From an optimization exercise on the open Yosys and OpenROAD flow, aimed at small area and a short achievable clock period; shortcuts taken in it are not production practice.
RTL that was checked went through simulation tests only; none was proved equivalent to the original.
Power is estimated from default activity; no workload was simulated.

==> flow/design.v (excerpt) <==
module user_logic
(
  Bus2IP_Clk,
  Bus2IP_Reset,
  Bus2IP_Data,
  Bus2IP_BE,
  Bus2IP_RdCE,
  Bus2IP_WrCE,
  IP2Bus_Data,
  IP2Bus_RdAck,
  IP2Bus_WrAck,
  IP2Bus_Error
);
For scale: roughly 1700 cells after synthesis, about 160 flip-flops, roughly 79 I/O pins, about 0.015 sq mm of cells after synthesis.
make LEC_CHECK=0 ABC_AREA=1 CAP_MARGIN=20 CORE_MARGIN=2 CORE_UTILIZATION=40 SETUP_SLACK_MARGIN=4 SLEW_MARGIN=20 SYNTH_HIERARCHICAL=1 SYNTH_MINIMUM_KEEP_SIZE=0 TNS_END_PERCENT=5 finish   # period 8.5 ns
run.sh (not shown) runs the stock make flow with config.mk's settings and CLKGATE_MAP_FILE= SYNTH_SCRIPT=/design/flow/synth_recipe.tcl, a recipe that flattens the netlist after the stock synthesis.
Next try:
--- a/flow/design.v
+++ b/flow/design.v
@@ -1126,23 +1126,29 @@
   wire adg29_0 = adg29_28 | (adP29_28 & adg27_0);
   wire adP29_0 = adP29_28 & adP27_0;
   wire adg30_0 = adg30_28 | (adP30_28 & adg27_0);
   wire adP30_0 = adP30_28 & adP27_0;
   wire [31:0] psum = {(adp31 ^ adg30_0), (adp30 ^ adg29_0), (adp29 ^ adg28_0), (adp28 ^ adg27_0), (adp27 ^ adg26_0), (adp26 ^ adg25_0), (adp25 ^ adg24_0), (adp24 ^ adg23_0), (adp23 ^ adg22_0), (adp22 ^ adg21_0), (adp21 ^ adg20_0), (adp20 ^ adg19_0), (adp19 ^ adg18_0), (adp18 ^ adg17_0), (adp17 ^ adg16_0), (adp16 ^ adg15_0), (adp15 ^ adg14_0), (adp14 ^ adg13_0), (adp13 ^ adg12_0), (adp12 ^ adg11_0), (adp11 ^ adg10_0), (adp10 ^ adg9_0), (adp9 ^ adg8_0), (adp8 ^ adg7_0), (adp7 ^ adg6_0), (adp6 ^ adg5_0), (adp5 ^ adg4_0), (adp4 ^ adg3_0), (adp3 ^ adg2_0), (adp2 ^ adg1_0), (adp1 ^ adg0_0), (adp0)};
   wire [31:0] pnext = (Bus2IP_Reset | rst_d) ? 32'd0 : psum;
   always @(posedge Bus2IP_Clk) begin
     rst_d <= Bus2IP_Reset;
     for (k = 0; k < 32; k = k + 1)
       slv_reg2[k] <= pnext[31-k];
   end
-  wire rd0 = Bus2IP_RdCE[0], rd1 = Bus2IP_RdCE[1], rd2 = Bus2IP_RdCE[2];
-  wire rdv = (rd0 ^ rd1 ^ rd2) & ~(rd0 & rd1);
-  wire [0:31] rdata = {32{rdv}} & (({32{rd0}} & slv_reg0) | ({32{rd1}} & slv_reg1) | ({32{rd2}} & slv_reg2));
+  reg [0:31] rdata;
+  always @(*) begin
+    case (Bus2IP_RdCE)
+      3'b100:  rdata = slv_reg0;
+      3'b010:  rdata = slv_reg1;
+      3'b001:  rdata = slv_reg2;
+      default: rdata = 32'd0;
+    endcase
+  end
   assign IP2Bus_Data  = rdata;
   assign IP2Bus_RdAck = |Bus2IP_RdCE;
   assign IP2Bus_WrAck = |Bus2IP_WrCE;
   assign IP2Bus_Error = 1'b0;
 endmodule
 module fa (input a, input b, input c, output s, output co);
   assign s  = a ^ b ^ c;
   assign co = (a & b) | (a & c) | (b & c);
 endmodule
What happened: The changed run completed without violations; count of clock-buffer cells in the layout came out higher by 1; via count fell by about 2.2%; maximum frequency rose by 4.0%; synthesized cell count decreases by 2.1%; final area went down by about 1.6%; routed wire length drops by 3.3%; combinational power came out higher by about 50%; global-route usage rises by 0.30 points; synthesized area drops by about 1.2%; setup slack improved by 180 ps; sequential share of layout area increases by 0.31 points; total power went up by 19%.
No functional check of the RTL was part of the first run of this note.

========
Setup of oak:
Another version of the RTL of user_logic (not shown whole).
Size in the first run: about 1600 cells after synthesis, ~0.015 mm² of cells after synthesis.
==> flow/config.mk <==
export PLATFORM = sky130hd
export DESIGN_NAME = user_logic
export DESIGN_NICKNAME = user_logic
export VERILOG_FILES = /design/flow/design.v
export SDC_FILE = /design/flow/constraint.sdc
export NUM_CORES = 4
export LEC_CHECK = 0
export ABC_AREA = 1
export CAP_MARGIN = 20
export CORE_MARGIN = 2
export CORE_UTILIZATION = 40
export SETUP_SLACK_MARGIN = 4.3
export SLEW_MARGIN = 20
export SYNTH_HIERARCHICAL = 1
export SYNTH_MINIMUM_KEEP_SIZE = 0
export TNS_END_PERCENT = 5
==> flow/constraint.sdc <==
create_clock -name core_clock -period 8.5 [get_ports {Bus2IP_Clk}]
set_input_delay 1.7000 -clock core_clock [delete_from_list [all_inputs] [get_ports {Bus2IP_Clk}]]
set_output_delay 1.7000 -clock core_clock [all_outputs]
set_load 0.01 [all_outputs]
standard.sh (not shown) runs the stock make flow with config.mk's settings and CLKGATE_MAP_FILE= SYNTH_SCRIPT=/design/flow/synth_recipe.tcl, a recipe that flattens the netlist after the stock synthesis.
==> flow/flow/run.sh <==
#!/bin/bash
# The standard layout, with every input and output port buffered by
# sky130_fd_sc_hd__buf_2 (buffer_ports' -buffer_cell) instead of the cell
# buffer_ports picks by itself, and the buffers ABC put in at synthesis
# removed at floorplan (REMOVE_ABC_BUFFERS) so repair_design re-buffers only
# where needed. Everything else is the standard flow.
set -euo pipefail
bash standard.sh "BUFFER_PORTS_ARGS=-buffer_cell sky130_fd_sc_hd__buf_2" REMOVE_ABC_BUFFERS=1 finish > standard.log 2>&1
oak went all the way through synthesis, placement and routing and the layout is clean on timing, DRC and antenna.
Input-level comparison between pine and oak:
--- a/flow/design.v
+++ b/flow/design.v
@@ -1168,28 +1168,32 @@
   wire adP30_0 = adP30_28 & adP27_0;
   wire [31:0] psum = {(adp31 ^ adg30_0), (adp30 ^ adg29_0), (adp29 ^ adg28_0), (adp28 ^ adg27_0), (adp27 ^ adg26_0), (adp26 ^ adg25_0), (adp25 ^ adg24_0), (adp24 ^ adg23_0), (adp23 ^ adg22_0), (adp22 ^ adg21_0), (adp21 ^ adg20_0), (adp20 ^ adg19_0), (adp19 ^ adg18_0), (adp18 ^ adg17_0), (adp17 ^ adg16_0), (adp16 ^ adg15_0), (adp15 ^ adg14_0), (adp14 ^ adg13_0), (adp13 ^ adg12_0), (adp12 ^ adg11_0), (adp11 ^ adg10_0), (adp10 ^ adg9_0), (adp9 ^ adg8_0), (adp8 ^ adg7_0), (adp7 ^ adg6_0), (adp6 ^ adg5_0), (adp5 ^ adg4_0), (adp4 ^ adg3_0), (adp3 ^ adg2_0), (adp2 ^ adg1_0), (adp1 ^ adg0_0), (adp0)};
   wire [31:0] pnext = psum;
   reg r2z;
   always @(posedge Bus2IP_Clk) r2z <= Bus2IP_Reset | rst_d;
   always @(posedge Bus2IP_Clk) begin
     rst_d <= Bus2IP_Reset;
     for (k = 0; k < 32; k = k + 1)
       slv_reg2[k] <= pnext[31-k];
   end
-  reg [0:31] rdata;
-  always @(*) begin
-    case (Bus2IP_RdCE)
-      3'b100:  rdata = slv_reg0;
-      3'b010:  rdata = slv_reg1;
-      3'b001:  rdata = r2z ? 32'd0 : slv_reg2;
-      default: rdata = 32'd0;
-    endcase
-  end
+  wire [0:3] rs0, rs1, rs2;
+  reg  [0:31] rdata;
+  generate for (g = 0; g < 4; g = g + 1) begin : rdd
+    rddec u (.rd(Bus2IP_RdCE), .z2(r2z), .s0(rs0[g]), .s1(rs1[g]), .s2(rs2[g]));
+  end endgenerate
+  always @(*)
+    for (k = 0; k < 32; k = k + 1)
+      rdata[k] = (rs0[k/8] & slv_reg0[k]) | (rs1[k/8] & slv_reg1[k]) | (rs2[k/8] & slv_reg2[k]);
   assign IP2Bus_Data  = rdata;
   assign IP2Bus_RdAck = |Bus2IP_RdCE;
   assign IP2Bus_WrAck = |Bus2IP_WrCE;
   assign IP2Bus_Error = 1'b0;
 endmodule
 module fa (input a, input b, input c, output s, output co);
   assign s  = a ^ b ^ c;
   assign co = (a & b) | (a & c) | (b & c);
 endmodule
+module rddec (input [0:2] rd, input z2, output s0, output s1, output s2);
+  assign s0 = rd == 3'b100;
+  assign s1 = rd == 3'b010;
+  assign s2 = rd == 3'b001 && !z2;
+endmodule
Notes after the runs:
pine: PASS, flow complete, no timing, DRC or antenna violations
NOTE number of instances in the placed design oak->pine increased by a few percent
In pine the non-clock buffer count in the final layout turned out 17 higher than in oak.
In the metrics for pine and oak, the one carrying the lower via total after detailed routing is oak.
Between pine and oak, it is pine whose post-synthesis to final-layout area growth is higher, by 4.3 points.
oak → pine: sequential share of layout area saw a decrease, final critical-path setup slack saw an increase.
Compared with oak, in pine total power shows a reduction of 0.37 mW, wire length increased by 2500 µm relative to the old numbers.
No functional check of the RTL was part of pine.

## separate check: timing with driven ports
The flow's constraints put no driver on any port. The routed layouts listed below were extracted and timed again, unchanged, in two steps.
Step 1 (the two cells are an assumption about what drives the block):
set clk [get_ports {Bus2IP_Clk}]
set_driving_cell -lib_cell sky130_fd_sc_hd__clkbuf_16 $clk
set_driving_cell -lib_cell sky130_fd_sc_hd__buf_2 [delete_from_list [all_inputs] $clk]
Step 2 also shifts input and output timing later by t, the mid clock arrival at the registers, as if the neighbouring blocks saw the same clock.
Three values: no drivers, after step 1, after step 2; two values: the first two.
| run | t (ns) | setup WS [ns] | worst hold slack (ns) | clock arrival spread, ns | worst register clock-pin slew, ns |
|---|---|---|---|---|---|
| the first run of note 1 | 0.496 | 3.788 / 3.749 / 3.749 | 0.430 / 0.430 / 0.430 | 0.011 / 0.011 | 0.07 / 0.07 |
| the second run of note 1 | 0.502 | 3.968 / 3.947 / 3.947 | 0.423 / 0.423 / 0.423 | 0.015 / 0.015 | 0.08 / 0.08 |
| oak | 0.505 | 4.010 / 3.971 / 3.971 | 0.318 / 0.318 / 0.318 | 0.010 / 0.010 | 0.07 / 0.07 |
| pine | 0.506 | 4.263 / 4.155 / 4.155 | 0.328 / 0.328 / 0.328 | 0.017 / 0.018 | 0.08 / 0.08 |
After both steps every run listed still meets setup and hold. The setup slack of pine, which loses most, moves by -0.108 ns with the drivers and by -0.108 ns with both steps.
